Source: an optimization exercise on an open RTL-to-GDS flow (aim: small area, a short achievable clock period and few clock cycles per item). Production flows keep margins and buffers that such runs may drop.
No functional check of the RTL was part of any run shown here.

File: design/flow/config.mk
export PLATFORM = sky130hd
export DESIGN_NAME = simple_generic_matrix_mult
export DESIGN_NICKNAME = simple_generic_matrix_mult
export VERILOG_FILES = /design/flow/design.v
export SDC_FILE = /design/flow/constraint.sdc
export NUM_CORES = 4
export LEC_CHECK = 0
export ABC_CLOCK_PERIOD_IN_PS = 3000
export CAP_MARGIN = 20
export CORE_MARGIN = 2
export CORE_UTILIZATION = 70
export CTS_BUF_LIST = sky130_fd_sc_hd__clkbuf_8
export CTS_CLUSTER_DIAMETER = 60
export CTS_CLUSTER_SIZE = 14
export SLEW_MARGIN = 20
export SYNTH_HIERARCHICAL = 1
export SYNTH_MINIMUM_KEEP_SIZE = 0
File: design/flow/flow/run.sh
#!/bin/bash
set -euo pipefail
bash standard.sh SETUP_SLACK_MARGIN=7 "BUFFER_PORTS_ARGS=-buffer_cell sky130_fd_sc_hd__buf_2" finish > standard_flow.log 2>&1
File: design/flow/standard.sh
#!/bin/bash
# synth_recipe.tcl (not shown) runs the flow's synth.tcl, then flattens the netlist and writes it again
# the make line also repeats each setting of config.mk as NAME=value (left out here)
make -C /OpenROAD-flow-scripts/flow DESIGN_CONFIG=/design/flow/config.mk WORK_HOME=/design/flow/orfs CLKGATE_MAP_FILE= SYNTH_SCRIPT=/design/flow/synth_recipe.tcl "${@:-finish}"
File: design/flow/design.v
module simple_generic_matrix_mult #(
    parameter integer M = 3,
    parameter integer N = 3,
    parameter integer P = 3,
    parameter integer DATA_WIDTH = 8
)(
    input  wire clk,
    input  wire rst,
    input  wire start,
    input  wire signed [DATA_WIDTH-1:0] a_in,
    input  wire [$clog2(M*N)-1:0] a_addr,
    input  wire a_wen,
    input  wire signed [DATA_WIDTH-1:0] b_in,
    input  wire [$clog2(N*P)-1:0] b_addr,
    input  wire b_wen,
    output reg [2*DATA_WIDTH-1:0] c_out,
    output reg c_valid,
    output reg done
);
    localparam integer E = 1;    
    reg [3:0] t;
    wire rd = start | ((t != 0) & (t <= 8));           
    wire rot_b = rd;                                    
    wire rot_a = rd & ((t == 2) | (t == 5) | (t == 8));  
    always @(posedge clk or posedge rst) begin
        if (rst) begin
            t <= 0;
            c_valid <= 0;
            done <= 0;
        end else begin
            c_valid <= (t >= E) && (t <= E + 8) && (t != 0 || start);
            done <= (t == E + 8);
            t <= (t == E + 8) ? 4'd0 : (start || t != 0) ? t + 4'd1 : 4'd0;
        end
    end
    reg [71:0] Am, Bm;
    genvar x;
    generate
        for (x = 0; x < 9; x = x + 1) begin : st
            wire wa = a_wen & (a_addr == x);
            wire wb = b_wen & (b_addr == x);
            wire ha = ~(wa | rot_a);
            wire hb = ~(wb | rot_b);
            if (x < 3) begin : ao
                always @(posedge clk)
                    Am[8*x +: 8] <= ({8{wa}} & a_in) | ({8{rot_a}} & Am[8*((x + 3) % 9) +: 8])
                                  | ({8{ha}} & Am[8*x +: 8]);
            end else begin : ae
                always @(posedge clk)
                    if (rot_a) Am[8*x +: 8] <= Am[8*((x + 3) % 9) +: 8];
                    else if (wa) Am[8*x +: 8] <= a_in;
            end
            if (x % 3 == 0) begin : bo
                always @(posedge clk)
                    Bm[8*x +: 8] <= ({8{wb}} & b_in) | ({8{rot_b}} & Bm[8*(x + 1) +: 8])
                                  | ({8{hb}} & Bm[8*x +: 8]);
            end else begin : be
                always @(posedge clk)
                    if (rot_b) Bm[8*x +: 8] <= Bm[8*((x % 3 == 2) ? x - 2 : x + 1) +: 8];
                    else if (wb) Bm[8*x +: 8] <= b_in;
            end
        end
    endgenerate
    wire [7:0] ma0 = Am[7:0], ma1 = Am[15:8], ma2 = Am[23:16];
    wire [7:0] mb0 = Bm[7:0], mb1 = Bm[31:24], mb2 = Bm[55:48];
    wire [7:0] a0 = ma0, a1 = ma1, a2 = ma2, b0 = mb0, b1 = mb1, b2 = mb2;
    wire pp0_0_0, pp0_0_1, pp0_0_2, pp0_0_3, pp0_0_4, pp0_0_5, pp0_0_6, pp0_0_7, pp0_1_0, pp0_1_1, pp0_1_2, pp0_1_3, pp0_1_4, pp0_1_5, pp0_1_6, pp0_1_7, pp0_2_0, pp0_2_1, pp0_2_2, pp0_2_3, pp0_2_4, pp0_2_5, pp0_2_6, pp0_2_7, pp0_3_0, pp0_3_1, pp0_3_2, pp0_3_3, pp0_3_4, pp0_3_5, pp0_3_6, pp0_3_7, pp0_4_0, pp0_4_1, pp0_4_2, pp0_4_3, pp0_4_4, pp0_4_5, pp0_4_6, pp0_4_7, pp0_5_0, pp0_5_1, pp0_5_2, pp0_5_3, pp0_5_4, pp0_5_5, pp0_5_6, pp0_5_7, pp0_6_0, pp0_6_1, pp0_6_2, pp0_6_3, pp0_6_4, pp0_6_5, pp0_6_6, pp0_6_7, pp0_7_0, pp0_7_1, pp0_7_2, pp0_7_3, pp0_7_4, pp0_7_5, pp0_7_6, pp0_7_7, pp1_0_0, pp1_0_1, pp1_0_2, pp1_0_3, pp1_0_4, pp1_0_5, pp1_0_6, pp1_0_7, pp1_1_0, pp1_1_1, pp1_1_2, pp1_1_3, pp1_1_4, pp1_1_5, pp1_1_6, pp1_1_7, pp1_2_0, pp1_2_1, pp1_2_2, pp1_2_3, pp1_2_4, pp1_2_5, pp1_2_6, pp1_2_7, pp1_3_0, pp1_3_1, pp1_3_2, pp1_3_3, pp1_3_4, pp1_3_5, pp1_3_6, pp1_3_7, pp1_4_0, pp1_4_1, pp1_4_2, pp1_4_3, pp1_4_4, pp1_4_5, pp1_4_6, pp1_4_7, pp1_5_0, pp1_5_1, pp1_5_2, pp1_5_3, pp1_5_4, pp1_5_5, pp1_5_6, pp1_5_7, pp1_6_0, pp1_6_1, pp1_6_2, pp1_6_3, pp1_6_4, pp1_6_5, pp1_6_6, pp1_6_7, pp1_7_0, pp1_7_1, pp1_7_2, pp1_7_3, pp1_7_4, pp1_7_5, pp1_7_6, pp1_7_7, pp2_0_0, pp2_0_1, pp2_0_2, pp2_0_3, pp2_0_4, pp2_0_5, pp2_0_6, pp2_0_7, pp2_1_0, pp2_1_1, pp2_1_2, pp2_1_3, pp2_1_4, pp2_1_5, pp2_1_6, pp2_1_7, pp2_2_0, pp2_2_1, pp2_2_2, pp2_2_3, pp2_2_4, pp2_2_5, pp2_2_6, pp2_2_7, pp2_3_0, pp2_3_1, pp2_3_2, pp2_3_3, pp2_3_4, pp2_3_5, pp2_3_6, pp2_3_7, pp2_4_0, pp2_4_1, pp2_4_2, pp2_4_3, pp2_4_4, pp2_4_5, pp2_4_6, pp2_4_7, pp2_5_0, pp2_5_1, pp2_5_2, pp2_5_3, pp2_5_4, pp2_5_5, pp2_5_6, pp2_5_7, pp2_6_0, pp2_6_1, pp2_6_2, pp2_6_3, pp2_6_4, pp2_6_5, pp2_6_6, pp2_6_7, pp2_7_0, pp2_7_1, pp2_7_2, pp2_7_3, pp2_7_4, pp2_7_5, pp2_7_6, pp2_7_7, s1, c2, s3, c4, s5, c6, s7, c8, s9, c10, s11, c12, s13, c14, s15, c16, s17, c18, s19, c20, s21, c22, s23, c24, s25, c26, s27, c28, s29, c30, s31, c32, s33, c34, s35, c36, s37, c38, s39, c40, s41, c42, s43, c44, s45, c46, s47, c48, s49, c50, s51, c52, s53, c54, s55, c56, s57, c58, s59, c60, s61, c62, s63, c64, s65, c66, s67, c68, s69, c70, s71, c72, s73, c74, s75, c76, s77, c78, s79, c80, s81, c82, s83, c84, s85, c86, s87, c88, s89, c90, s91, c92, s93, c94, s95, c96, s97, c98, s99, c100, s101, c102, s103, c104, s105, c106, s107, c108, s109, c110, s111, c112, s113, c114, s115, c116, s117, c118, s119, c120, s121, c122, s123, c124, s125, c126, s127, c128, s129, c130, s131, c132, s133, c134, s135, c136, s137, c138, s139, c140, s141, c142, s143, c144, s145, c146, s147, c148, s149, c150, s151, c152, s153, c154, s155, c156, s157, c158, s159, c160, s161, c162, s163, c164, s165, c166, s167, c168, s169, c170, s171, c172, s173, c174, s175, c176, s177, c178, s179, c180, s181, c182, s183, c184, s185, c186, s187, c188, s189, c190, s191, c192, s193, c194, s195, c196, s197, c198, s199, c200, s201, c202, s203, c204, s205, c206, s207, c208, s209, c210, s211, c212, s213, c214, s215, c216, s217, c218, s219, c220, s221, c222, s223, c224, s225, c226, s227, c228, s229, c230, s231, c232, s233, c234, s235, c236, s237, c238, s239, c240, s241, c242, s243, c244, s245, c246, s247, c248, s249, c250, s251, c252, s253, c254, s255, c256, s257, c258, s259, c260, s261, c262, s263, c264, s265, c266, s267, c268, s269, c270, s271, c272, s273, c274, s275, c276, s277, c278, s279, c280, s281, c282, s283, c284, s285, c286, s287, c288, s289, c290, s291, c292, s293, c294, s295, c296, s297, c298, s299, c300, s301, c302, s303, c304, s305, c306, s307, c308, s309, c310, s311, s312, c313, s314, c315, s316, c317, s318, c319, s320, c321, s322, c323, s324, c325, s326, c327, s328, c329, s330, c331, s332, c333, s334, c335, s336, c337, s338, c339, s340, c341, s342, c343, s344, c345, s346, c347, s348, c349, s350;
    assign pp0_0_0 = ~(a0[0] & b0[0]);
    assign pp0_0_1 = ~(a0[0] & b0[1]);
    assign pp0_0_2 = ~(a0[0] & b0[2]);
    assign pp0_0_3 = ~(a0[0] & b0[3]);
    assign pp0_0_4 = ~(a0[0] & b0[4]);
    assign pp0_0_5 = ~(a0[0] & b0[5]);
    assign pp0_0_6 = ~(a0[0] & b0[6]);
    assign pp0_0_7 = a0[0] & b0[7];
    assign pp0_1_0 = ~(a0[1] & b0[0]);
    assign pp0_1_1 = ~(a0[1] & b0[1]);
    assign pp0_1_2 = ~(a0[1] & b0[2]);
    assign pp0_1_3 = ~(a0[1] & b0[3]);
    assign pp0_1_4 = ~(a0[1] & b0[4]);
    assign pp0_1_5 = ~(a0[1] & b0[5]);
    assign pp0_1_6 = ~(a0[1] & b0[6]);
    assign pp0_1_7 = a0[1] & b0[7];
    assign pp0_2_0 = ~(a0[2] & b0[0]);
    assign pp0_2_1 = ~(a0[2] & b0[1]);
    assign pp0_2_2 = ~(a0[2] & b0[2]);
    assign pp0_2_3 = ~(a0[2] & b0[3]);
    assign pp0_2_4 = ~(a0[2] & b0[4]);
    assign pp0_2_5 = ~(a0[2] & b0[5]);
    assign pp0_2_6 = ~(a0[2] & b0[6]);
    assign pp0_2_7 = a0[2] & b0[7];
    assign pp0_3_0 = ~(a0[3] & b0[0]);
    assign pp0_3_1 = ~(a0[3] & b0[1]);
    assign pp0_3_2 = ~(a0[3] & b0[2]);
    assign pp0_3_3 = ~(a0[3] & b0[3]);
    assign pp0_3_4 = ~(a0[3] & b0[4]);
    assign pp0_3_5 = ~(a0[3] & b0[5]);
    assign pp0_3_6 = ~(a0[3] & b0[6]);
    assign pp0_3_7 = a0[3] & b0[7];
    assign pp0_4_0 = ~(a0[4] & b0[0]);
    assign pp0_4_1 = ~(a0[4] & b0[1]);
    assign pp0_4_2 = ~(a0[4] & b0[2]);
    assign pp0_4_3 = ~(a0[4] & b0[3]);
    assign pp0_4_4 = ~(a0[4] & b0[4]);
    assign pp0_4_5 = ~(a0[4] & b0[5]);
    assign pp0_4_6 = ~(a0[4] & b0[6]);
    assign pp0_4_7 = a0[4] & b0[7];
    assign pp0_5_0 = ~(a0[5] & b0[0]);
    assign pp0_5_1 = ~(a0[5] & b0[1]);
    assign pp0_5_2 = ~(a0[5] & b0[2]);
    assign pp0_5_3 = ~(a0[5] & b0[3]);
    assign pp0_5_4 = ~(a0[5] & b0[4]);
    assign pp0_5_5 = ~(a0[5] & b0[5]);
    assign pp0_5_6 = ~(a0[5] & b0[6]);
    assign pp0_5_7 = a0[5] & b0[7];
    assign pp0_6_0 = ~(a0[6] & b0[0]);
    assign pp0_6_1 = ~(a0[6] & b0[1]);
    assign pp0_6_2 = ~(a0[6] & b0[2]);
    assign pp0_6_3 = ~(a0[6] & b0[3]);
    assign pp0_6_4 = ~(a0[6] & b0[4]);
    assign pp0_6_5 = ~(a0[6] & b0[5]);
    assign pp0_6_6 = ~(a0[6] & b0[6]);
    assign pp0_6_7 = a0[6] & b0[7];
    assign pp0_7_0 = a0[7] & b0[0];
    assign pp0_7_1 = a0[7] & b0[1];
    assign pp0_7_2 = a0[7] & b0[2];
    assign pp0_7_3 = a0[7] & b0[3];
    assign pp0_7_4 = a0[7] & b0[4];
    assign pp0_7_5 = a0[7] & b0[5];
    assign pp0_7_6 = a0[7] & b0[6];
    assign pp0_7_7 = ~(a0[7] & b0[7]);
    assign pp1_0_0 = ~(a1[0] & b1[0]);
    assign pp1_0_1 = ~(a1[0] & b1[1]);
    assign pp1_0_2 = ~(a1[0] & b1[2]);
    assign pp1_0_3 = ~(a1[0] & b1[3]);
    assign pp1_0_4 = ~(a1[0] & b1[4]);
    assign pp1_0_5 = ~(a1[0] & b1[5]);
    assign pp1_0_6 = ~(a1[0] & b1[6]);
    assign pp1_0_7 = a1[0] & b1[7];
    assign pp1_1_0 = ~(a1[1] & b1[0]);
    assign pp1_1_1 = ~(a1[1] & b1[1]);
    assign pp1_1_2 = ~(a1[1] & b1[2]);
    assign pp1_1_3 = ~(a1[1] & b1[3]);
    assign pp1_1_4 = ~(a1[1] & b1[4]);
    assign pp1_1_5 = ~(a1[1] & b1[5]);
    assign pp1_1_6 = ~(a1[1] & b1[6]);
    assign pp1_1_7 = a1[1] & b1[7];
    assign pp1_2_0 = ~(a1[2] & b1[0]);
    assign pp1_2_1 = ~(a1[2] & b1[1]);
    assign pp1_2_2 = ~(a1[2] & b1[2]);
    assign pp1_2_3 = ~(a1[2] & b1[3]);
    assign pp1_2_4 = ~(a1[2] & b1[4]);
    assign pp1_2_5 = ~(a1[2] & b1[5]);
    assign pp1_2_6 = ~(a1[2] & b1[6]);
    assign pp1_2_7 = a1[2] & b1[7];
    assign pp1_3_0 = ~(a1[3] & b1[0]);
    assign pp1_3_1 = ~(a1[3] & b1[1]);
    assign pp1_3_2 = ~(a1[3] & b1[2]);
    assign pp1_3_3 = ~(a1[3] & b1[3]);
    assign pp1_3_4 = ~(a1[3] & b1[4]);
    assign pp1_3_5 = ~(a1[3] & b1[5]);
    assign pp1_3_6 = ~(a1[3] & b1[6]);
    assign pp1_3_7 = a1[3] & b1[7];
    assign pp1_4_0 = ~(a1[4] & b1[0]);
    assign pp1_4_1 = ~(a1[4] & b1[1]);
    assign pp1_4_2 = ~(a1[4] & b1[2]);
    assign pp1_4_3 = ~(a1[4] & b1[3]);
    assign pp1_4_4 = ~(a1[4] & b1[4]);
    assign pp1_4_5 = ~(a1[4] & b1[5]);
    assign pp1_4_6 = ~(a1[4] & b1[6]);
    assign pp1_4_7 = a1[4] & b1[7];
    assign pp1_5_0 = ~(a1[5] & b1[0]);
    assign pp1_5_1 = ~(a1[5] & b1[1]);
    assign pp1_5_2 = ~(a1[5] & b1[2]);
    assign pp1_5_3 = ~(a1[5] & b1[3]);
    assign pp1_5_4 = ~(a1[5] & b1[4]);
    assign pp1_5_5 = ~(a1[5] & b1[5]);
    assign pp1_5_6 = ~(a1[5] & b1[6]);
    assign pp1_5_7 = a1[5] & b1[7];
    assign pp1_6_0 = ~(a1[6] & b1[0]);
    assign pp1_6_1 = ~(a1[6] & b1[1]);
    assign pp1_6_2 = ~(a1[6] & b1[2]);
    assign pp1_6_3 = ~(a1[6] & b1[3]);
    assign pp1_6_4 = ~(a1[6] & b1[4]);
    assign pp1_6_5 = ~(a1[6] & b1[5]);
    assign pp1_6_6 = ~(a1[6] & b1[6]);
    assign pp1_6_7 = a1[6] & b1[7];
    assign pp1_7_0 = a1[7] & b1[0];
    assign pp1_7_1 = a1[7] & b1[1];
    assign pp1_7_2 = a1[7] & b1[2];
    assign pp1_7_3 = a1[7] & b1[3];
    assign pp1_7_4 = a1[7] & b1[4];
    assign pp1_7_5 = a1[7] & b1[5];
    assign pp1_7_6 = a1[7] & b1[6];
    assign pp1_7_7 = ~(a1[7] & b1[7]);
    assign pp2_0_0 = ~(a2[0] & b2[0]);
    assign pp2_0_1 = ~(a2[0] & b2[1]);
    assign pp2_0_2 = ~(a2[0] & b2[2]);
    assign pp2_0_3 = ~(a2[0] & b2[3]);
    assign pp2_0_4 = ~(a2[0] & b2[4]);
    assign pp2_0_5 = ~(a2[0] & b2[5]);
    assign pp2_0_6 = ~(a2[0] & b2[6]);
    assign pp2_0_7 = a2[0] & b2[7];
    assign pp2_1_0 = ~(a2[1] & b2[0]);
    assign pp2_1_1 = ~(a2[1] & b2[1]);
    assign pp2_1_2 = ~(a2[1] & b2[2]);
    assign pp2_1_3 = ~(a2[1] & b2[3]);
    assign pp2_1_4 = ~(a2[1] & b2[4]);
    assign pp2_1_5 = ~(a2[1] & b2[5]);
    assign pp2_1_6 = ~(a2[1] & b2[6]);
    assign pp2_1_7 = a2[1] & b2[7];
    assign pp2_2_0 = ~(a2[2] & b2[0]);
    assign pp2_2_1 = ~(a2[2] & b2[1]);
    assign pp2_2_2 = ~(a2[2] & b2[2]);
    assign pp2_2_3 = ~(a2[2] & b2[3]);
    assign pp2_2_4 = ~(a2[2] & b2[4]);
    assign pp2_2_5 = ~(a2[2] & b2[5]);
    assign pp2_2_6 = ~(a2[2] & b2[6]);
    assign pp2_2_7 = a2[2] & b2[7];
    assign pp2_3_0 = ~(a2[3] & b2[0]);
    assign pp2_3_1 = ~(a2[3] & b2[1]);
    assign pp2_3_2 = ~(a2[3] & b2[2]);
    assign pp2_3_3 = ~(a2[3] & b2[3]);
    assign pp2_3_4 = ~(a2[3] & b2[4]);
    assign pp2_3_5 = ~(a2[3] & b2[5]);
    assign pp2_3_6 = ~(a2[3] & b2[6]);
    assign pp2_3_7 = a2[3] & b2[7];
    assign pp2_4_0 = ~(a2[4] & b2[0]);
    assign pp2_4_1 = ~(a2[4] & b2[1]);
    assign pp2_4_2 = ~(a2[4] & b2[2]);
    assign pp2_4_3 = ~(a2[4] & b2[3]);
    assign pp2_4_4 = ~(a2[4] & b2[4]);
    assign pp2_4_5 = ~(a2[4] & b2[5]);
    assign pp2_4_6 = ~(a2[4] & b2[6]);
    assign pp2_4_7 = a2[4] & b2[7];
    assign pp2_5_0 = ~(a2[5] & b2[0]);
    assign pp2_5_1 = ~(a2[5] & b2[1]);
    assign pp2_5_2 = ~(a2[5] & b2[2]);
    assign pp2_5_3 = ~(a2[5] & b2[3]);
    assign pp2_5_4 = ~(a2[5] & b2[4]);
    assign pp2_5_5 = ~(a2[5] & b2[5]);
    assign pp2_5_6 = ~(a2[5] & b2[6]);
    assign pp2_5_7 = a2[5] & b2[7];
    assign pp2_6_0 = ~(a2[6] & b2[0]);
    assign pp2_6_1 = ~(a2[6] & b2[1]);
    assign pp2_6_2 = ~(a2[6] & b2[2]);
    assign pp2_6_3 = ~(a2[6] & b2[3]);
    assign pp2_6_4 = ~(a2[6] & b2[4]);
    assign pp2_6_5 = ~(a2[6] & b2[5]);
    assign pp2_6_6 = ~(a2[6] & b2[6]);
    assign pp2_6_7 = a2[6] & b2[7];
    assign pp2_7_0 = a2[7] & b2[0];
    assign pp2_7_1 = a2[7] & b2[1];
    assign pp2_7_2 = a2[7] & b2[2];
    assign pp2_7_3 = a2[7] & b2[3];
    assign pp2_7_4 = a2[7] & b2[4];
    assign pp2_7_5 = a2[7] & b2[5];
    assign pp2_7_6 = a2[7] & b2[6];
    assign pp2_7_7 = ~(a2[7] & b2[7]);
    mm_fa u_s1 (.a(pp0_0_0), .b(pp1_0_0), .c(pp2_0_0), .s(s1), .co(c2));
    mm_fa u_s3 (.a(pp0_0_1), .b(pp0_1_0), .c(pp1_0_1), .s(s3), .co(c4));
    mm_fa u_s5 (.a(pp1_1_0), .b(pp2_0_1), .c(pp2_1_0), .s(s5), .co(c6));
    mm_fa u_s7 (.a(c2), .b(s3), .c(s5), .s(s7), .co(c8));
    assign s9 = ~(pp0_0_2 ^ pp0_1_1);
    assign c10 = pp0_0_2 | pp0_1_1;
    mm_fa u_s11 (.a(pp0_2_0), .b(pp1_0_2), .c(pp1_1_1), .s(s11), .co(c12));
    mm_fa u_s13 (.a(pp1_2_0), .b(pp2_0_2), .c(pp2_1_1), .s(s13), .co(c14));
    mm_fa u_s15 (.a(pp2_2_0), .b(c4), .c(c6), .s(s15), .co(c16));
    mm_fa u_s17 (.a(s9), .b(s11), .c(s13), .s(s17), .co(c18));
    mm_fa u_s19 (.a(c8), .b(s15), .c(s17), .s(s19), .co(c20));
    assign s21 = ~(pp0_0_3 ^ pp0_1_2);
    assign c22 = pp0_0_3 | pp0_1_2;
    mm_fa u_s23 (.a(pp0_2_1), .b(pp0_3_0), .c(pp1_0_3), .s(s23), .co(c24));
    mm_fa u_s25 (.a(pp1_1_2), .b(pp1_2_1), .c(pp1_3_0), .s(s25), .co(c26));
    mm_fa u_s27 (.a(pp2_0_3), .b(pp2_1_2), .c(pp2_2_1), .s(s27), .co(c28));
    mm_fa u_s29 (.a(pp2_3_0), .b(c10), .c(c12), .s(s29), .co(c30));
    mm_fa u_s31 (.a(c14), .b(s21), .c(s23), .s(s31), .co(c32));
    mm_fa u_s33 (.a(s25), .b(s27), .c(c16), .s(s33), .co(c34));
    mm_fa u_s35 (.a(c18), .b(s29), .c(s31), .s(s35), .co(c36));
    mm_fa u_s37 (.a(s33), .b(c20), .c(s35), .s(s37), .co(c38));
    assign s39 = ~(pp0_0_4 ^ pp0_1_3);
    assign c40 = pp0_0_4 | pp0_1_3;
    mm_fa u_s41 (.a(pp0_2_2), .b(pp0_3_1), .c(pp0_4_0), .s(s41), .co(c42));
    mm_fa u_s43 (.a(pp1_0_4), .b(pp1_1_3), .c(pp1_2_2), .s(s43), .co(c44));
    mm_fa u_s45 (.a(pp1_3_1), .b(pp1_4_0), .c(pp2_0_4), .s(s45), .co(c46));
    mm_fa u_s47 (.a(pp2_1_3), .b(pp2_2_2), .c(pp2_3_1), .s(s47), .co(c48));
    mm_fa u_s49 (.a(pp2_4_0), .b(c22), .c(c24), .s(s49), .co(c50));
    mm_fa u_s51 (.a(c26), .b(c28), .c(s39), .s(s51), .co(c52));
    mm_fa u_s53 (.a(s41), .b(s43), .c(s45), .s(s53), .co(c54));
    mm_fa u_s55 (.a(s47), .b(c30), .c(c32), .s(s55), .co(c56));
    mm_fa u_s57 (.a(s49), .b(s51), .c(s53), .s(s57), .co(c58));
    mm_fa u_s59 (.a(c34), .b(c36), .c(s55), .s(s59), .co(c60));
    assign s61 = ~(pp0_0_5 ^ pp0_1_4);
    assign c62 = pp0_0_5 | pp0_1_4;
    mm_fa u_s63 (.a(pp0_2_3), .b(pp0_3_2), .c(pp0_4_1), .s(s63), .co(c64));
    mm_fa u_s65 (.a(pp0_5_0), .b(pp1_0_5), .c(pp1_1_4), .s(s65), .co(c66));
    mm_fa u_s67 (.a(pp1_2_3), .b(pp1_3_2), .c(pp1_4_1), .s(s67), .co(c68));
    mm_fa u_s69 (.a(pp1_5_0), .b(pp2_0_5), .c(pp2_1_4), .s(s69), .co(c70));
    mm_fa u_s71 (.a(pp2_2_3), .b(pp2_3_2), .c(pp2_4_1), .s(s71), .co(c72));
    mm_fa u_s73 (.a(pp2_5_0), .b(c40), .c(c42), .s(s73), .co(c74));
    mm_fa u_s75 (.a(c44), .b(c46), .c(c48), .s(s75), .co(c76));
    mm_fa u_s77 (.a(s61), .b(s63), .c(s65), .s(s77), .co(c78));
    mm_fa u_s79 (.a(s67), .b(s69), .c(s71), .s(s79), .co(c80));
    mm_fa u_s81 (.a(c50), .b(c52), .c(c54), .s(s81), .co(c82));
    mm_fa u_s83 (.a(s73), .b(s75), .c(s77), .s(s83), .co(c84));
    mm_fa u_s85 (.a(s79), .b(c56), .c(c58), .s(s85), .co(c86));
    mm_fa u_s87 (.a(s81), .b(s83), .c(c60), .s(s87), .co(c88));
    assign s89 = ~(pp0_0_6 ^ pp0_1_5);
    assign c90 = pp0_0_6 | pp0_1_5;
    mm_fa u_s91 (.a(pp0_2_4), .b(pp0_3_3), .c(pp0_4_2), .s(s91), .co(c92));
    mm_fa u_s93 (.a(pp0_5_1), .b(pp0_6_0), .c(pp1_0_6), .s(s93), .co(c94));
    mm_fa u_s95 (.a(pp1_1_5), .b(pp1_2_4), .c(pp1_3_3), .s(s95), .co(c96));
    mm_fa u_s97 (.a(pp1_4_2), .b(pp1_5_1), .c(pp1_6_0), .s(s97), .co(c98));
    mm_fa u_s99 (.a(pp2_0_6), .b(pp2_1_5), .c(pp2_2_4), .s(s99), .co(c100));
    mm_fa u_s101 (.a(pp2_3_3), .b(pp2_4_2), .c(pp2_5_1), .s(s101), .co(c102));
    mm_fa u_s103 (.a(pp2_6_0), .b(c62), .c(c64), .s(s103), .co(c104));
    mm_fa u_s105 (.a(c66), .b(c68), .c(c70), .s(s105), .co(c106));
    mm_fa u_s107 (.a(c72), .b(s89), .c(s91), .s(s107), .co(c108));
    mm_fa u_s109 (.a(s93), .b(s95), .c(s97), .s(s109), .co(c110));
    mm_fa u_s111 (.a(s99), .b(s101), .c(c74), .s(s111), .co(c112));
    mm_fa u_s113 (.a(c76), .b(c78), .c(c80), .s(s113), .co(c114));
    mm_fa u_s115 (.a(s103), .b(s105), .c(s107), .s(s115), .co(c116));
    mm_fa u_s117 (.a(s109), .b(c82), .c(s111), .s(s117), .co(c118));
    mm_fa u_s119 (.a(c84), .b(s113), .c(s115), .s(s119), .co(c120));
    assign s121 = ~(pp0_0_7 ^ pp0_1_6);
    assign c122 = pp0_0_7 | pp0_1_6;
    mm_fa u_s123 (.a(pp0_2_5), .b(pp0_3_4), .c(pp0_4_3), .s(s123), .co(c124));
    mm_fa u_s125 (.a(pp0_5_2), .b(pp0_6_1), .c(pp0_7_0), .s(s125), .co(c126));
    mm_fa u_s127 (.a(pp1_0_7), .b(pp1_1_6), .c(pp1_2_5), .s(s127), .co(c128));
    mm_fa u_s129 (.a(pp1_3_4), .b(pp1_4_3), .c(pp1_5_2), .s(s129), .co(c130));
    mm_fa u_s131 (.a(pp1_6_1), .b(pp1_7_0), .c(pp2_0_7), .s(s131), .co(c132));
    mm_fa u_s133 (.a(pp2_1_6), .b(pp2_2_5), .c(pp2_3_4), .s(s133), .co(c134));
    mm_fa u_s135 (.a(pp2_4_3), .b(pp2_5_2), .c(pp2_6_1), .s(s135), .co(c136));
    mm_fa u_s137 (.a(pp2_7_0), .b(c90), .c(c92), .s(s137), .co(c138));
    mm_fa u_s139 (.a(c94), .b(c96), .c(c98), .s(s139), .co(c140));
    mm_fa u_s141 (.a(c100), .b(c102), .c(s121), .s(s141), .co(c142));
    mm_fa u_s143 (.a(s123), .b(s125), .c(s127), .s(s143), .co(c144));
    mm_fa u_s145 (.a(s129), .b(s131), .c(s133), .s(s145), .co(c146));
    mm_fa u_s147 (.a(s135), .b(c104), .c(c106), .s(s147), .co(c148));
    mm_fa u_s149 (.a(c108), .b(c110), .c(s137), .s(s149), .co(c150));
    mm_fa u_s151 (.a(s139), .b(s141), .c(s143), .s(s151), .co(c152));
    mm_fa u_s153 (.a(s145), .b(c112), .c(c114), .s(s153), .co(c154));
    mm_fa u_s155 (.a(s147), .b(c116), .c(s149), .s(s155), .co(c156));
    mm_fa u_s157 (.a(s151), .b(c118), .c(s153), .s(s157), .co(c158));
    mm_fa u_s159 (.a(pp0_1_7), .b(pp0_2_6), .c(pp0_3_5), .s(s159), .co(c160));
    mm_fa u_s161 (.a(pp0_4_4), .b(pp0_5_3), .c(pp0_6_2), .s(s161), .co(c162));
    mm_fa u_s163 (.a(pp0_7_1), .b(pp1_1_7), .c(pp1_2_6), .s(s163), .co(c164));
    mm_fa u_s165 (.a(pp1_3_5), .b(pp1_4_4), .c(pp1_5_3), .s(s165), .co(c166));
    mm_fa u_s167 (.a(pp1_6_2), .b(pp1_7_1), .c(pp2_1_7), .s(s167), .co(c168));
    mm_fa u_s169 (.a(pp2_2_6), .b(pp2_3_5), .c(pp2_4_4), .s(s169), .co(c170));
    mm_fa u_s171 (.a(pp2_5_3), .b(pp2_6_2), .c(pp2_7_1), .s(s171), .co(c172));
    mm_fa u_s173 (.a(c122), .b(c124), .c(c126), .s(s173), .co(c174));
    mm_fa u_s175 (.a(c128), .b(c130), .c(c132), .s(s175), .co(c176));
    mm_fa u_s177 (.a(c134), .b(c136), .c(s159), .s(s177), .co(c178));
    mm_fa u_s179 (.a(s161), .b(s163), .c(s165), .s(s179), .co(c180));
    mm_fa u_s181 (.a(s167), .b(s169), .c(s171), .s(s181), .co(c182));
    mm_fa u_s183 (.a(c138), .b(c140), .c(c142), .s(s183), .co(c184));
    mm_fa u_s185 (.a(c144), .b(c146), .c(s173), .s(s185), .co(c186));
    mm_fa u_s187 (.a(s175), .b(s177), .c(s179), .s(s187), .co(c188));
    mm_fa u_s189 (.a(s181), .b(c148), .c(c150), .s(s189), .co(c190));
    mm_fa u_s191 (.a(c152), .b(s183), .c(s185), .s(s191), .co(c192));
    mm_fa u_s193 (.a(s187), .b(c154), .c(c156), .s(s193), .co(c194));
    assign s195 = ~(pp0_2_7 ^ pp0_3_6);
    assign c196 = pp0_2_7 | pp0_3_6;
    mm_fa u_s197 (.a(pp0_4_5), .b(pp0_5_4), .c(pp0_6_3), .s(s197), .co(c198));
    mm_fa u_s199 (.a(pp0_7_2), .b(pp1_2_7), .c(pp1_3_6), .s(s199), .co(c200));
    mm_fa u_s201 (.a(pp1_4_5), .b(pp1_5_4), .c(pp1_6_3), .s(s201), .co(c202));
    mm_fa u_s203 (.a(pp1_7_2), .b(pp2_2_7), .c(pp2_3_6), .s(s203), .co(c204));
    mm_fa u_s205 (.a(pp2_4_5), .b(pp2_5_4), .c(pp2_6_3), .s(s205), .co(c206));
    mm_fa u_s207 (.a(pp2_7_2), .b(c160), .c(c162), .s(s207), .co(c208));
    mm_fa u_s209 (.a(c164), .b(c166), .c(c168), .s(s209), .co(c210));
    mm_fa u_s211 (.a(c170), .b(c172), .c(s195), .s(s211), .co(c212));
    mm_fa u_s213 (.a(s197), .b(s199), .c(s201), .s(s213), .co(c214));
    mm_fa u_s215 (.a(s203), .b(s205), .c(c174), .s(s215), .co(c216));
    mm_fa u_s217 (.a(c176), .b(c178), .c(c180), .s(s217), .co(c218));
    mm_fa u_s219 (.a(c182), .b(s207), .c(s209), .s(s219), .co(c220));
    mm_fa u_s221 (.a(s211), .b(s213), .c(c184), .s(s221), .co(c222));
    mm_fa u_s223 (.a(c186), .b(s215), .c(c188), .s(s223), .co(c224));
    mm_fa u_s225 (.a(s217), .b(s219), .c(c190), .s(s225), .co(c226));
    mm_fa u_s227 (.a(pp0_3_7), .b(pp0_4_6), .c(pp0_5_5), .s(s227), .co(c228));
    mm_fa u_s229 (.a(pp0_6_4), .b(pp0_7_3), .c(pp1_3_7), .s(s229), .co(c230));
    mm_fa u_s231 (.a(pp1_4_6), .b(pp1_5_5), .c(pp1_6_4), .s(s231), .co(c232));
    mm_fa u_s233 (.a(pp1_7_3), .b(pp2_3_7), .c(pp2_4_6), .s(s233), .co(c234));
    mm_fa u_s235 (.a(pp2_5_5), .b(pp2_6_4), .c(pp2_7_3), .s(s235), .co(c236));
    mm_fa u_s237 (.a(c196), .b(c198), .c(c200), .s(s237), .co(c238));
    mm_fa u_s239 (.a(c202), .b(c204), .c(c206), .s(s239), .co(c240));
    mm_fa u_s241 (.a(s227), .b(s229), .c(s231), .s(s241), .co(c242));
    mm_fa u_s243 (.a(s233), .b(s235), .c(c208), .s(s243), .co(c244));
    mm_fa u_s245 (.a(c210), .b(c212), .c(c214), .s(s245), .co(c246));
    mm_fa u_s247 (.a(s237), .b(s239), .c(s241), .s(s247), .co(c248));
    mm_fa u_s249 (.a(c216), .b(c218), .c(c220), .s(s249), .co(c250));
    mm_fa u_s251 (.a(s243), .b(s245), .c(s247), .s(s251), .co(c252));
    mm_fa u_s253 (.a(c222), .b(c224), .c(s249), .s(s253), .co(c254));
    mm_fa u_s255 (.a(pp0_4_7), .b(pp0_5_6), .c(pp0_6_5), .s(s255), .co(c256));
    mm_fa u_s257 (.a(pp0_7_4), .b(pp1_4_7), .c(pp1_5_6), .s(s257), .co(c258));
    mm_fa u_s259 (.a(pp1_6_5), .b(pp1_7_4), .c(pp2_4_7), .s(s259), .co(c260));
    mm_fa u_s261 (.a(pp2_5_6), .b(pp2_6_5), .c(pp2_7_4), .s(s261), .co(c262));
    mm_fa u_s263 (.a(c228), .b(c230), .c(c232), .s(s263), .co(c264));
    mm_fa u_s265 (.a(c234), .b(c236), .c(s255), .s(s265), .co(c266));
    mm_fa u_s267 (.a(s257), .b(s259), .c(s261), .s(s267), .co(c268));
    mm_fa u_s269 (.a(c238), .b(c240), .c(c242), .s(s269), .co(c270));
    mm_fa u_s271 (.a(s263), .b(s265), .c(s267), .s(s271), .co(c272));
    mm_fa u_s273 (.a(c244), .b(c246), .c(c248), .s(s273), .co(c274));
    mm_fa u_s275 (.a(s269), .b(s271), .c(c250), .s(s275), .co(c276));
    mm_fa u_s277 (.a(pp0_5_7), .b(pp0_6_6), .c(pp0_7_5), .s(s277), .co(c278));
    mm_fa u_s279 (.a(pp1_5_7), .b(pp1_6_6), .c(pp1_7_5), .s(s279), .co(c280));
    mm_fa u_s281 (.a(pp2_5_7), .b(pp2_6_6), .c(pp2_7_5), .s(s281), .co(c282));
    mm_fa u_s283 (.a(c256), .b(c258), .c(c260), .s(s283), .co(c284));
    mm_fa u_s285 (.a(c262), .b(s277), .c(s279), .s(s285), .co(c286));
    mm_fa u_s287 (.a(s281), .b(c264), .c(c266), .s(s287), .co(c288));
    mm_fa u_s289 (.a(c268), .b(s283), .c(s285), .s(s289), .co(c290));
    mm_fa u_s291 (.a(c270), .b(c272), .c(s287), .s(s291), .co(c292));
    mm_fa u_s293 (.a(pp0_6_7), .b(pp0_7_6), .c(pp1_6_7), .s(s293), .co(c294));
    mm_fa u_s295 (.a(pp1_7_6), .b(pp2_6_7), .c(pp2_7_6), .s(s295), .co(c296));
    mm_fa u_s297 (.a(c278), .b(c280), .c(c282), .s(s297), .co(c298));
    mm_fa u_s299 (.a(s293), .b(s295), .c(c284), .s(s299), .co(c300));
    mm_fa u_s301 (.a(c286), .b(s297), .c(c288), .s(s301), .co(c302));
    mm_fa u_s303 (.a(s299), .b(c290), .c(c292), .s(s303), .co(c304));
    mm_fa u_s305 (.a(pp0_7_7), .b(pp1_7_7), .c(pp2_7_7), .s(s305), .co(c306));
    mm_fa u_s307 (.a(c294), .b(c296), .c(s305), .s(s307), .co(c308));
    mm_fa u_s309 (.a(c298), .b(s307), .c(c300), .s(s309), .co(c310));
    assign s311 = 1'b1 ^ c306 ^ c308;
    mm_fa u_s312 (.a(ra_s57), .b(ra_c38), .c(ra_s59), .s(s312), .co(c313));
    mm_fa u_s314 (.a(ra_s85), .b(ra_s87), .c(c313), .s(s314), .co(c315));
    mm_fa u_s316 (.a(ra_c86), .b(ra_s117), .c(ra_s119), .s(s316), .co(c317));
    mm_fa u_s318 (.a(ra_c88), .b(s316), .c(c315), .s(s318), .co(c319));
    mm_fa u_s320 (.a(ra_c120), .b(ra_s155), .c(ra_s157), .s(s320), .co(c321));
    mm_fa u_s322 (.a(c317), .b(s320), .c(c319), .s(s322), .co(c323));
    mm_fa u_s324 (.a(ra_s189), .b(ra_s191), .c(ra_c158), .s(s324), .co(c325));
    mm_fa u_s326 (.a(ra_s193), .b(c321), .c(s324), .s(s326), .co(c327));
    mm_fa u_s328 (.a(ra_c192), .b(ra_s221), .c(ra_s223), .s(s328), .co(c329));
    mm_fa u_s330 (.a(ra_c194), .b(ra_s225), .c(c325), .s(s330), .co(c331));
    mm_fa u_s332 (.a(s328), .b(c327), .c(s330), .s(s332), .co(c333));
    mm_fa u_s334 (.a(ra_s251), .b(ra_c226), .c(ra_s253), .s(s334), .co(c335));
    mm_fa u_s336 (.a(c329), .b(s334), .c(c331), .s(s336), .co(c337));
    mm_fa u_s338 (.a(ra_c252), .b(ra_s273), .c(ra_c254), .s(s338), .co(c339));
    mm_fa u_s340 (.a(ra_s275), .b(c335), .c(s338), .s(s340), .co(c341));
    mm_fa u_s342 (.a(ra_s289), .b(ra_c274), .c(ra_s291), .s(s342), .co(c343));
    mm_fa u_s344 (.a(ra_c276), .b(c339), .c(s342), .s(s344), .co(c345));
    mm_fa u_s346 (.a(ra_s301), .b(ra_s303), .c(c343), .s(s346), .co(c347));
    mm_fa u_s348 (.a(ra_c302), .b(ra_s309), .c(ra_c304), .s(s348), .co(c349));
    assign s350 = ra_s311 ^ ra_c310 ^ c349;
    reg ra_s1, ra_s7, ra_s19, ra_s37, ra_s57, ra_c38, ra_s59, ra_s85, ra_s87, ra_c86, ra_s117, ra_s119, ra_c88, ra_c120, ra_s155, ra_s157, ra_s189, ra_s191, ra_c158, ra_s193, ra_c192, ra_s221, ra_s223, ra_c194, ra_s225, ra_s251, ra_c226, ra_s253, ra_c252, ra_s273, ra_c254, ra_s275, ra_s289, ra_c274, ra_s291, ra_c276, ra_s301, ra_s303, ra_c302, ra_s309, ra_c304, ra_s311, ra_c310;
    always @(posedge clk) begin
        ra_s1 <= s1;
        ra_s7 <= s7;
        ra_s19 <= s19;
        ra_s37 <= s37;
        ra_s57 <= s57;
        ra_c38 <= c38;
        ra_s59 <= s59;
        ra_s85 <= s85;
        ra_s87 <= s87;
        ra_c86 <= c86;
        ra_s117 <= s117;
        ra_s119 <= s119;
        ra_c88 <= c88;
        ra_c120 <= c120;
        ra_s155 <= s155;
        ra_s157 <= s157;
        ra_s189 <= s189;
        ra_s191 <= s191;
        ra_c158 <= c158;
        ra_s193 <= s193;
        ra_c192 <= c192;
        ra_s221 <= s221;
        ra_s223 <= s223;
        ra_c194 <= c194;
        ra_s225 <= s225;
        ra_s251 <= s251;
        ra_c226 <= c226;
        ra_s253 <= s253;
        ra_c252 <= c252;
        ra_s273 <= s273;
        ra_c254 <= c254;
        ra_s275 <= s275;
        ra_s289 <= s289;
        ra_c274 <= c274;
        ra_s291 <= s291;
        ra_c276 <= c276;
        ra_s301 <= s301;
        ra_s303 <= s303;
        ra_c302 <= c302;
        ra_s309 <= s309;
        ra_c304 <= c304;
        ra_s311 <= s311;
        ra_c310 <= c310;
    end
    wire [15:0] row1 = {s350, s348, c345, c341, s340, c333, s332, s326, s322, s318, s314, s312, ra_s37, ra_s19, ra_s7, ra_s1};
    wire [15:0] row2 = {1'b0, c347, s346, s344, c337, s336, 1'b0, c323, 1'b0, 1'b0, 1'b0, 1'b0, 1'b0, 1'b0, 1'b0, 1'b0};
    always @(posedge clk) c_out <= ~(row1 + row2);
endmodule
module mm_fa (input wire a, input wire b, input wire c, output wire s, output wire co);
    assign s = a ^ b ^ c;
    assign co = (a & b) | (a & c) | (b & c);
endmodule
module mm_ha (input wire a, input wire b, output wire s, output wire co);
    assign s = a ^ b;
    assign co = a & b;
endmodule
File: design/flow/constraint.sdc
create_clock -name core_clock -period 10.0 [get_ports {clk}]
set_input_delay 2.0000 -clock core_clock [delete_from_list [all_inputs] [get_ports {clk}]]
set_output_delay 2.0000 -clock core_clock [all_outputs]
set_load 0.01 [all_outputs]
==> impl_metrics.toml, run 1 <==
[yosys]
synth-edff-count = 96
netlist_instances = 998
ys_seq_elements = 209
ys_top_cells_by_count = "167 x fa_1, 144 x nand2_1, 120 x a21o_1"
synth_ff_type = "dfxtp_1"
ys_types = 48
synth-async-reset-ratio_pct = 2.87
ys_warn_count = 7
syn_nets = 1213
synth_area_um2 = 12300
synth_top_area_share_pct = 27.2
synth.most_common_cell = "fa_1"
synthTopCellsByArea = "fa_1 27%, edfxtp_1 23%, dfxtp_1 17%"
avgSynthCellArea_um2 = 12.3
yosysTopAreaCell = "fa_1"
ys_seq_area_share_pct = 42.1

[finish]
fillerInstances = 1014
layout.cells.non_filler = 1279
syn_to_final_growth_pct = 13.1
layout.nets = 1257
multi_input_area_um2 = 6990
seqCellArea_um2 = 5360
drive_gt1_share_pct = 25.3
diodes = 0
post-route-util_pct = 80.5

[floorplan]
rows = 48
core_area_um2 = 17200
ios = 47
dieArea_um2 = 18600
die_height_um = 136
die_x_um = 136
initial_utilization_pct = 71.2

[clock_tree]
insertion_delay_ns = 0.54
hold_buffers = 0
cts-root-buf = "clkbuf_8"
cts_tree = "yes"
path_clk_slew_ns = 0.09
cts_buffers = 19
cts_buffer_depth = 3
clock-sinks = 209
htreeDepth = 1

[min_path]
min-delay-start = "ra_s19"
hold_end = "c_out[2]"
hold_depth = 1
hp-class = "flop to flop"

[worst_setup_path]
slowest_delay_ns = 0.37
cp.buffers_inverters = 1
ff2ff_path_depth = 6
cp-end-kind = "output port"
crit_type = "flop to output port"
crit_required_ns = 8.00
r2r_start = "Bm[25]"
crit_chain = "buf_2"
r2r-end = "ra_s253"
r2r_setup_slack_ns = 6.97
worstPathMaxFanout = 1
start_kind = "flop"
critical_path_arrival_ns = 1.04
crit_slowest_cell = "dfrtp_1"
path_delay_family = "flip-flops"

[detailed_routing]
vias_per_cell = 6.36
wl_um = 29200
drt-pass1-iter-count = 6
ant_nets = 0
vias = 8140
drc = 0
drt_iter0_drc = 745
post_drt_wl_per_cell_um = 22.8

[global_route]
antenna_found_initial = 1
globalRoute.totalOverflow = 0
grt_max_degree = 76
grt_usage_pct = 31.9
grt_pass1_vias = 8383
grt_pass1_wl_um = 44400

[sta]
max_freq_ghz = 0.329
finalMaxSlewViolations = 0
fin_crit_ns = 3.04
setup-tns-final_ns = 0
finalHoldViolCount = 0
max_slew_margin_pct = 29.5
worstMarginPinSlew_ns = 1.05
period_share_pct = 30.4
rsz0062_at_grt = "yes"
hold_slack_ns = 0.362
setup_viol = 0
skew_ns = 0.0325

[placed_design]
port-buffer-count = 46
place_congestion = 0.945
placedCellCount = 1188
dp_hpwl_um = 20600

[outcome]
status = "complete, no violations"

[job]
drv_cap = 0
cell usage in the layout, fill, tap and decap left out, types with 4 or more instances in the layout:
cell	netlist	routed
a21o_1	120	120
a21oi_1	6	5
a221o_1	24	24
a22o_1	24	24
and2_0	6	6
and2_1	64	64
buf_12	0	4
buf_2	12	40
buf_4	3	52
buf_6	4	9
clkbuf_8	0	19
dfrtp_1	6	6
dfxtp_1	107	53
dfxtp_2	0	9
dfxtp_4	0	45
edfxtp_1	96	96
fa_1	167	126
fa_2	0	41
ha_1	19	17
inv_1	38	49
nand2_1	144	141
nor2_1	6	5
nor2_4	0	4
nor3_1	16	14
nor4_1	7	7
o21ai_0	9	4
o31ai_4	0	6
xnor2_1	6	5
registers in the layout, indices dropped and copies added (netlist names), 4 cells and up:
name	count
c_out	16
Am	72
Bm	72
t	4
modules after synthesis (local to each module, per instance):
module / cells / flops+latches / area (um2)
mm_fa: 1 / 0 / 20.0
simple_generic_matrix_mult: 831 / 209 / 8940
per-stage QoR:
stage                     worst slack (ns)  area, um2
after floorplan                       6.83      12600
after global placement                6.19      12700
after detailed placement              6.09      12700
after CTS                             6.95      13400
after global routing                  6.92      13900
final                                 6.96      13900
routing by layer:
layer / track usage (%) / up-vias / share of wire (%)
met5: 0 / - / 0.055
met4: 12.1 / 2 / 3.6
met3: 8.02 / 103 / 10
met2: 51.6 / 495 / 48
met1: 42.1 / 4080 / 38
li1: - / 3460 / -
logic make-up after synthesis:
logic type	Yosys count	synth area share, %
buffers and inverters	121	4.17
multiplexers	2	0.173
adder cells (fa/ha/maj)	186	29.2
flip-flops	209	42.1
AND/OR/NAND/NOR	271	11.0
AO/OA/AOI/OAI	200	12.7
XOR/XNOR	9	0.642
worst max-delay path by stage:
stage	start	end	slack (ns)	cells past startpoint
finish	done	done	6.96	1
global route	Bm[25]	ra_s253	6.92	6
CTS	done	done	6.95	1
detailed placement	start	Am[60]	6.09	5
global placement	start	Am[40]	6.19	5
floorplan	b_addr[1]	Bm[16]	6.83	3
worst reg2reg max path: cells and delay by family (launching register included):
family / cells / cell delay [ns]
flip-flops: 1 / 0.44
AND/OR/NAND/NOR: 1 / 0.19
adder cells (fa/ha/maj): 5 / 2.26
layout make-up:
| type | instances | share of cell area (%) |
|---|---|---|
| Clock buffer | 19 | 1.88 |
| Clock inverter | 14 | 0.478 |
| Inverter | 38 | 1.03 |
| Multi-Input combinational cell | 668 | 50.3 |
| Sequential cell | 209 | 38.6 |
| Tap cell | 225 | 2.03 |
| Timing Repair Buffer | 106 | 5.67 |
what timing repair did:
action | in CTS | in global routing
pin swaps | 5 | 27
gates resized for setup | 114 | 59
endpoints found under the setup margin | 231 | 55
gates cloned | 0 | 0
setup buffers | 23 | 35
hold endpoints to repair | 0 | 0
==> run 2: changes to the inputs <==
--- a/design/flow/design.v
+++ b/design/flow/design.v
@@ -359,7 +359,7 @@
     mm_fa u_s187 (.a(s175), .b(s177), .c(s179), .s(s187), .co(c188));
     mm_fa u_s189 (.a(s181), .b(c148), .c(c150), .s(s189), .co(c190));
     mm_fa u_s191 (.a(c152), .b(s183), .c(s185), .s(s191), .co(c192));
-    mm_fa u_s193 (.a(s187), .b(c154), .c(c156), .s(s193), .co(c194));
+    mm_fa u_s193 (.a(s187), .b(c154), .c(s189), .s(s193), .co(c194));
     assign s195 = ~(pp0_2_7 ^ pp0_3_6);
     assign c196 = pp0_2_7 | pp0_3_6;
     mm_fa u_s197 (.a(pp0_4_5), .b(pp0_5_4), .c(pp0_6_3), .s(s197), .co(c198));
@@ -390,7 +390,7 @@
     mm_fa u_s247 (.a(s237), .b(s239), .c(s241), .s(s247), .co(c248));
     mm_fa u_s249 (.a(c216), .b(c218), .c(c220), .s(s249), .co(c250));
     mm_fa u_s251 (.a(s243), .b(s245), .c(s247), .s(s251), .co(c252));
-    mm_fa u_s253 (.a(c222), .b(c224), .c(s249), .s(s253), .co(c254));
+    mm_fa u_s253 (.a(c222), .b(s249), .c(c224), .s(s253), .co(c254));
     mm_fa u_s255 (.a(pp0_4_7), .b(pp0_5_6), .c(pp0_6_5), .s(s255), .co(c256));
     mm_fa u_s257 (.a(pp0_7_4), .b(pp1_4_7), .c(pp1_5_6), .s(s257), .co(c258));
     mm_fa u_s259 (.a(pp1_6_5), .b(pp1_7_4), .c(pp2_4_7), .s(s259), .co(c260));
@@ -415,32 +415,32 @@
     mm_fa u_s297 (.a(c278), .b(c280), .c(c282), .s(s297), .co(c298));
     mm_fa u_s299 (.a(s293), .b(s295), .c(c284), .s(s299), .co(c300));
     mm_fa u_s301 (.a(c286), .b(s297), .c(c288), .s(s301), .co(c302));
-    mm_fa u_s303 (.a(s299), .b(c290), .c(c292), .s(s303), .co(c304));
+    mm_fa u_s303 (.a(s299), .b(c290), .c(s301), .s(s303), .co(c304));
     mm_fa u_s305 (.a(pp0_7_7), .b(pp1_7_7), .c(pp2_7_7), .s(s305), .co(c306));
     mm_fa u_s307 (.a(c294), .b(c296), .c(s305), .s(s307), .co(c308));
     mm_fa u_s309 (.a(c298), .b(s307), .c(c300), .s(s309), .co(c310));
     assign s311 = 1'b1 ^ c306 ^ c308;
     mm_fa u_s312 (.a(ra_s57), .b(ra_c38), .c(ra_s59), .s(s312), .co(c313));
     mm_fa u_s314 (.a(ra_s85), .b(ra_s87), .c(c313), .s(s314), .co(c315));
-    mm_fa u_s316 (.a(ra_c86), .b(ra_s117), .c(ra_s119), .s(s316), .co(c317));
+    mm_fa u_s316 (.a(ra_s117), .b(ra_c86), .c(ra_s119), .s(s316), .co(c317));
     mm_fa u_s318 (.a(ra_c88), .b(s316), .c(c315), .s(s318), .co(c319));
     mm_fa u_s320 (.a(ra_c120), .b(ra_s155), .c(ra_s157), .s(s320), .co(c321));
     mm_fa u_s322 (.a(c317), .b(s320), .c(c319), .s(s322), .co(c323));
-    mm_fa u_s324 (.a(ra_s189), .b(ra_s191), .c(ra_c158), .s(s324), .co(c325));
+    mm_fa u_s324 (.a(ra_c156), .b(ra_s191), .c(ra_c158), .s(s324), .co(c325));
     mm_fa u_s326 (.a(ra_s193), .b(c321), .c(s324), .s(s326), .co(c327));
-    mm_fa u_s328 (.a(ra_c192), .b(ra_s221), .c(ra_s223), .s(s328), .co(c329));
+    mm_fa u_s328 (.a(ra_s221), .b(ra_c192), .c(ra_s223), .s(s328), .co(c329));
     mm_fa u_s330 (.a(ra_c194), .b(ra_s225), .c(c325), .s(s330), .co(c331));
     mm_fa u_s332 (.a(s328), .b(c327), .c(s330), .s(s332), .co(c333));
-    mm_fa u_s334 (.a(ra_s251), .b(ra_c226), .c(ra_s253), .s(s334), .co(c335));
+    mm_fa u_s334 (.a(ra_c226), .b(ra_s251), .c(ra_s253), .s(s334), .co(c335));
     mm_fa u_s336 (.a(c329), .b(s334), .c(c331), .s(s336), .co(c337));
-    mm_fa u_s338 (.a(ra_c252), .b(ra_s273), .c(ra_c254), .s(s338), .co(c339));
-    mm_fa u_s340 (.a(ra_s275), .b(c335), .c(s338), .s(s340), .co(c341));
+    mm_fa u_s338 (.a(ra_c252), .b(ra_s273), .c(ra_s275), .s(s338), .co(c339));
+    mm_fa u_s340 (.a(ra_c254), .b(c335), .c(s338), .s(s340), .co(c341));
     mm_fa u_s342 (.a(ra_s289), .b(ra_c274), .c(ra_s291), .s(s342), .co(c343));
     mm_fa u_s344 (.a(ra_c276), .b(c339), .c(s342), .s(s344), .co(c345));
-    mm_fa u_s346 (.a(ra_s301), .b(ra_s303), .c(c343), .s(s346), .co(c347));
+    mm_fa u_s346 (.a(ra_c292), .b(ra_s303), .c(c343), .s(s346), .co(c347));
     mm_fa u_s348 (.a(ra_c302), .b(ra_s309), .c(ra_c304), .s(s348), .co(c349));
     assign s350 = ra_s311 ^ ra_c310 ^ c349;
-    reg ra_s1, ra_s7, ra_s19, ra_s37, ra_s57, ra_c38, ra_s59, ra_s85, ra_s87, ra_c86, ra_s117, ra_s119, ra_c88, ra_c120, ra_s155, ra_s157, ra_s189, ra_s191, ra_c158, ra_s193, ra_c192, ra_s221, ra_s223, ra_c194, ra_s225, ra_s251, ra_c226, ra_s253, ra_c252, ra_s273, ra_c254, ra_s275, ra_s289, ra_c274, ra_s291, ra_c276, ra_s301, ra_s303, ra_c302, ra_s309, ra_c304, ra_s311, ra_c310;
+    reg ra_s1, ra_s7, ra_s19, ra_s37, ra_s57, ra_c38, ra_s59, ra_s85, ra_s87, ra_s117, ra_c86, ra_s119, ra_c88, ra_c120, ra_s155, ra_s157, ra_c156, ra_s191, ra_c158, ra_s193, ra_s221, ra_c192, ra_s223, ra_c194, ra_s225, ra_c226, ra_s251, ra_s253, ra_c252, ra_s273, ra_s275, ra_c254, ra_s289, ra_c274, ra_s291, ra_c276, ra_c292, ra_s303, ra_c302, ra_s309, ra_c304, ra_s311, ra_c310;
     always @(posedge clk) begin
         ra_s1 <= s1;
         ra_s7 <= s7;
@@ -451,34 +451,34 @@
         ra_s59 <= s59;
         ra_s85 <= s85;
         ra_s87 <= s87;
-        ra_c86 <= c86;
         ra_s117 <= s117;
+        ra_c86 <= c86;
         ra_s119 <= s119;
         ra_c88 <= c88;
         ra_c120 <= c120;
         ra_s155 <= s155;
         ra_s157 <= s157;
-        ra_s189 <= s189;
+        ra_c156 <= c156;
         ra_s191 <= s191;
         ra_c158 <= c158;
         ra_s193 <= s193;
-        ra_c192 <= c192;
         ra_s221 <= s221;
+        ra_c192 <= c192;
         ra_s223 <= s223;
         ra_c194 <= c194;
         ra_s225 <= s225;
-        ra_s251 <= s251;
         ra_c226 <= c226;
+        ra_s251 <= s251;
         ra_s253 <= s253;
         ra_c252 <= c252;
         ra_s273 <= s273;
-        ra_c254 <= c254;
         ra_s275 <= s275;
+        ra_c254 <= c254;
         ra_s289 <= s289;
         ra_c274 <= c274;
         ra_s291 <= s291;
         ra_c276 <= c276;
-        ra_s301 <= s301;
+        ra_c292 <= c292;
         ra_s303 <= s303;
         ra_c302 <= c302;
         ra_s309 <= s309;
==> run 2 against run 1 <==
  * Still clean on timing, DRC and antenna
  * Routed wire length increased by 0.13%
  * Sequential cell count unchanged
  * Cell area decreased by 1.5%
==> impl_metrics.toml, run 2 <==
[yosys]
synth-edff-count = 96
synth-async-reset-ratio_pct = 2.87
ys_warn_count = 7
synth_top_area_share_pct = 27.2
ys_seq_area_share_pct = 42.1
synthTopCellsByArea = "fa_1 27%, edfxtp_1 23%, dfxtp_1 17%"
synth.most_common_cell = "fa_1"
synth_ff_type = "dfxtp_1"
syn_nets = 1213
synth_area_um2 = 12300
ys_top_cells_by_count = "167 x fa_1, 144 x nand2_1, 120 x a21o_1"
avgSynthCellArea_um2 = 12.3
netlist_instances = 998
ys_seq_elements = 209
ys_types = 48
yosysTopAreaCell = "fa_1"

[detailed_routing]
ant_nets = 0
drt_iter0_drc = 855
drc = 0
wl_um = 29300
vias = 8031
drt-pass1-iter-count = 7
vias_per_cell = 6.37
post_drt_wl_per_cell_um = 23.2

[global_route]
antenna_found_initial = 0
grt_pass1_wl_um = 45000
grt_max_degree = 76
globalRoute.totalOverflow = 0
grt_usage_pct = 32.4
grt_pass1_vias = 8306

[worst_setup_path]
slowest_delay_ns = 0.55
crit_required_ns = 10.39
critical_path_arrival_ns = 3.45
worstPathMaxFanout = 10
crit_slowest_cell = "fa_1"
cpMostUsedCell = "fa_1"
cp.buffers_inverters = 0
path_delay_family = "adder cells"
start_kind = "flop"
cp-end-kind = "flop"
crit_chain = "nand2_1 > fa_1 > fa_1 > fa_1 > fa_1 > fa_1"
crit_type = "flop to flop"

[finish]
layout.cells.non_filler = 1260
layout.nets = 1238
reg_top3 = "Am: 72 flops, Bm: 72 flops, c_out: 16 flops"
diodes = 0
layout_commonest_cell = "nand2_1"
syn_to_final_growth_pct = 11.4
layout_common_cells = "143 x nand2_1, 136 x fa_1, 120 x a21o_1"
drive_gt1_share_pct = 22.7

[floorplan]
die_height_um = 136
core_area_um2 = 17200
rows = 48
dieArea_um2 = 18600
ios = 47
die_x_um = 136
initial_utilization_pct = 71.2

[clock_tree]
insertion_delay_ns = 0.53
hold_buffers = 0
path_clk_slew_ns = 0.10
htreeDepth = 1
cts_buffer_depth = 3
cts-root-buf = "clkbuf_8"
clock-sinks = 209
cts_tree = "yes"
cts_buffers = 19

[sta]
max_freq_ghz = 0.326
setup-tns-final_ns = 0
max_slew_margin_pct = 37.1
skew_ns = 0.0238
period_share_pct = 30.6
setup_viol = 0
finalMaxSlewViolations = 0
finalHoldViolCount = 0
rsz0062_at_grt = "yes"
fin_crit_ns = 3.06
worstMarginPinSlew_ns = 0.936
timing.final.ws_setup_ns = 6.94

[outcome]
status = "complete, no violations"

[placed_design]
dp_hpwl_um = 20700
placedCellCount = 1187
place_congestion = 0.923
port-buffer-count = 46
preCtsSetupSlack_ns = 6.04

[job]
drv_cap = 0

[min_path]
hp-class = "flop to flop"
## run 2: changes by cell type in the layout (fill, tap and decap cells not counted), moves of 4 or more
cell and change:
buf_4 -17, fa_1 +10, buf_6 -6, dfxtp_2 -4, buf_2 +5, fa_2 -10
## run 2: final timing paths
| path | startpoint | slack, ns | to | cells past startpoint |
|---|---|---|---|---|
| worst min-delay path | ra_s19 | 0.36 | c_out[2] | 1 |
| max in group asynchronous | rst | 8.45 | t[0] | 2 |
| worst max-delay path | Am[12] | 6.94 | ra_s157 | 6 |
| worst max register to register | Am[12] | 6.94 | ra_s157 | 6 |
| min in group asynchronous | rst | 1.37 | t[1] | 2 |
| worst min register to register | ra_s19 | 0.36 | c_out[2] | 1 |
## run 2: logic make-up after synthesis
kind of cell | count (synthesis) | synth area share (%)
AO/OA/AOI/OAI | 200 | 12.7
flip-flops | 209 | 42.1
XOR/XNOR | 9 | 0.642
adder cells (fa/ha/maj) | 186 | 29.2
buffers and inverters | 121 | 4.17
AND/OR/NAND/NOR | 271 | 11.0
multiplexers | 2 | 0.173
## run 2: routing by layer
layer / up-vias / track usage [%] / part of all wire, %
met4: 0 / 12.9 / 3.7
met3: 104 / 6.26 / 9.2
li1: 3429 / - / -
met1: 4075 / 44.3 / 39
met2: 423 / 51.9 / 48
met5: - / 0 / 0
## run 2: final cells by class
class,count,area [um2]
tap,225,282
multi-input combinational,668,6970
sequential,209,5360
inverter,38,143
clock buffer,20,275
timing repair buffer,87,597
clock inverter,13,57.6
fill,1033,3560
## run 2: repair_timing
item	in CTS	in global routing
pin swaps	10	9
setup endpoints to repair	243	42
buffers inserted	28	12
gates resized for setup	123	35
gates cloned	0	0
endpoints found under the hold margin	0	0
## run 2: stage by stage
step           area [um2]  util, %  hold WS [ns]
2_1_floorplan       12600        -         0.338
3_3_place_gp        12700     73.4         0.337
3_5_place_dp        12700     73.4         0.341
4_1_cts             13500     78.1         0.361
5_1_grt             13700     79.4         0.372
6_report            13700     79.4         0.359
## run 2: per-module statistics from Yosys (local to each module, per instance)
module	copies in the design	flip-flops and latches	cells
mm_fa	167	0	1
simple_generic_matrix_mult	1	209	831

==> port drivers added, routing unchanged <==
The results above use ideal ports. As a check the final layouts listed here were re-extracted and re-timed, cells and wires unchanged.
Step 1, drivers: a clkbuf_16 drives clk and a buf_2 each remaining input, both assumed.
Step 2 moves the port delays by t, midway between the first and last clock arrival at a register: inputs arrive t later, outputs are due t later. That takes back most of the time a late clock gives input paths.
a / b / c = ideal ports / drivers / drivers and shift; a / b = the first two.
run	t, ns	slack for setup (ns)	slew at the worst register clock pin (ns)
run 1	0.564	6.958 / 6.918 / 6.499	0.09 / 0.09
run 2	0.559	6.937 / 6.931 / 6.476	0.10 / 0.10
After both steps setup and hold are still met in every run listed. The setup slack of run 2, which loses most, moves by -0.006 ns with the drivers and by -0.461 ns with both steps.
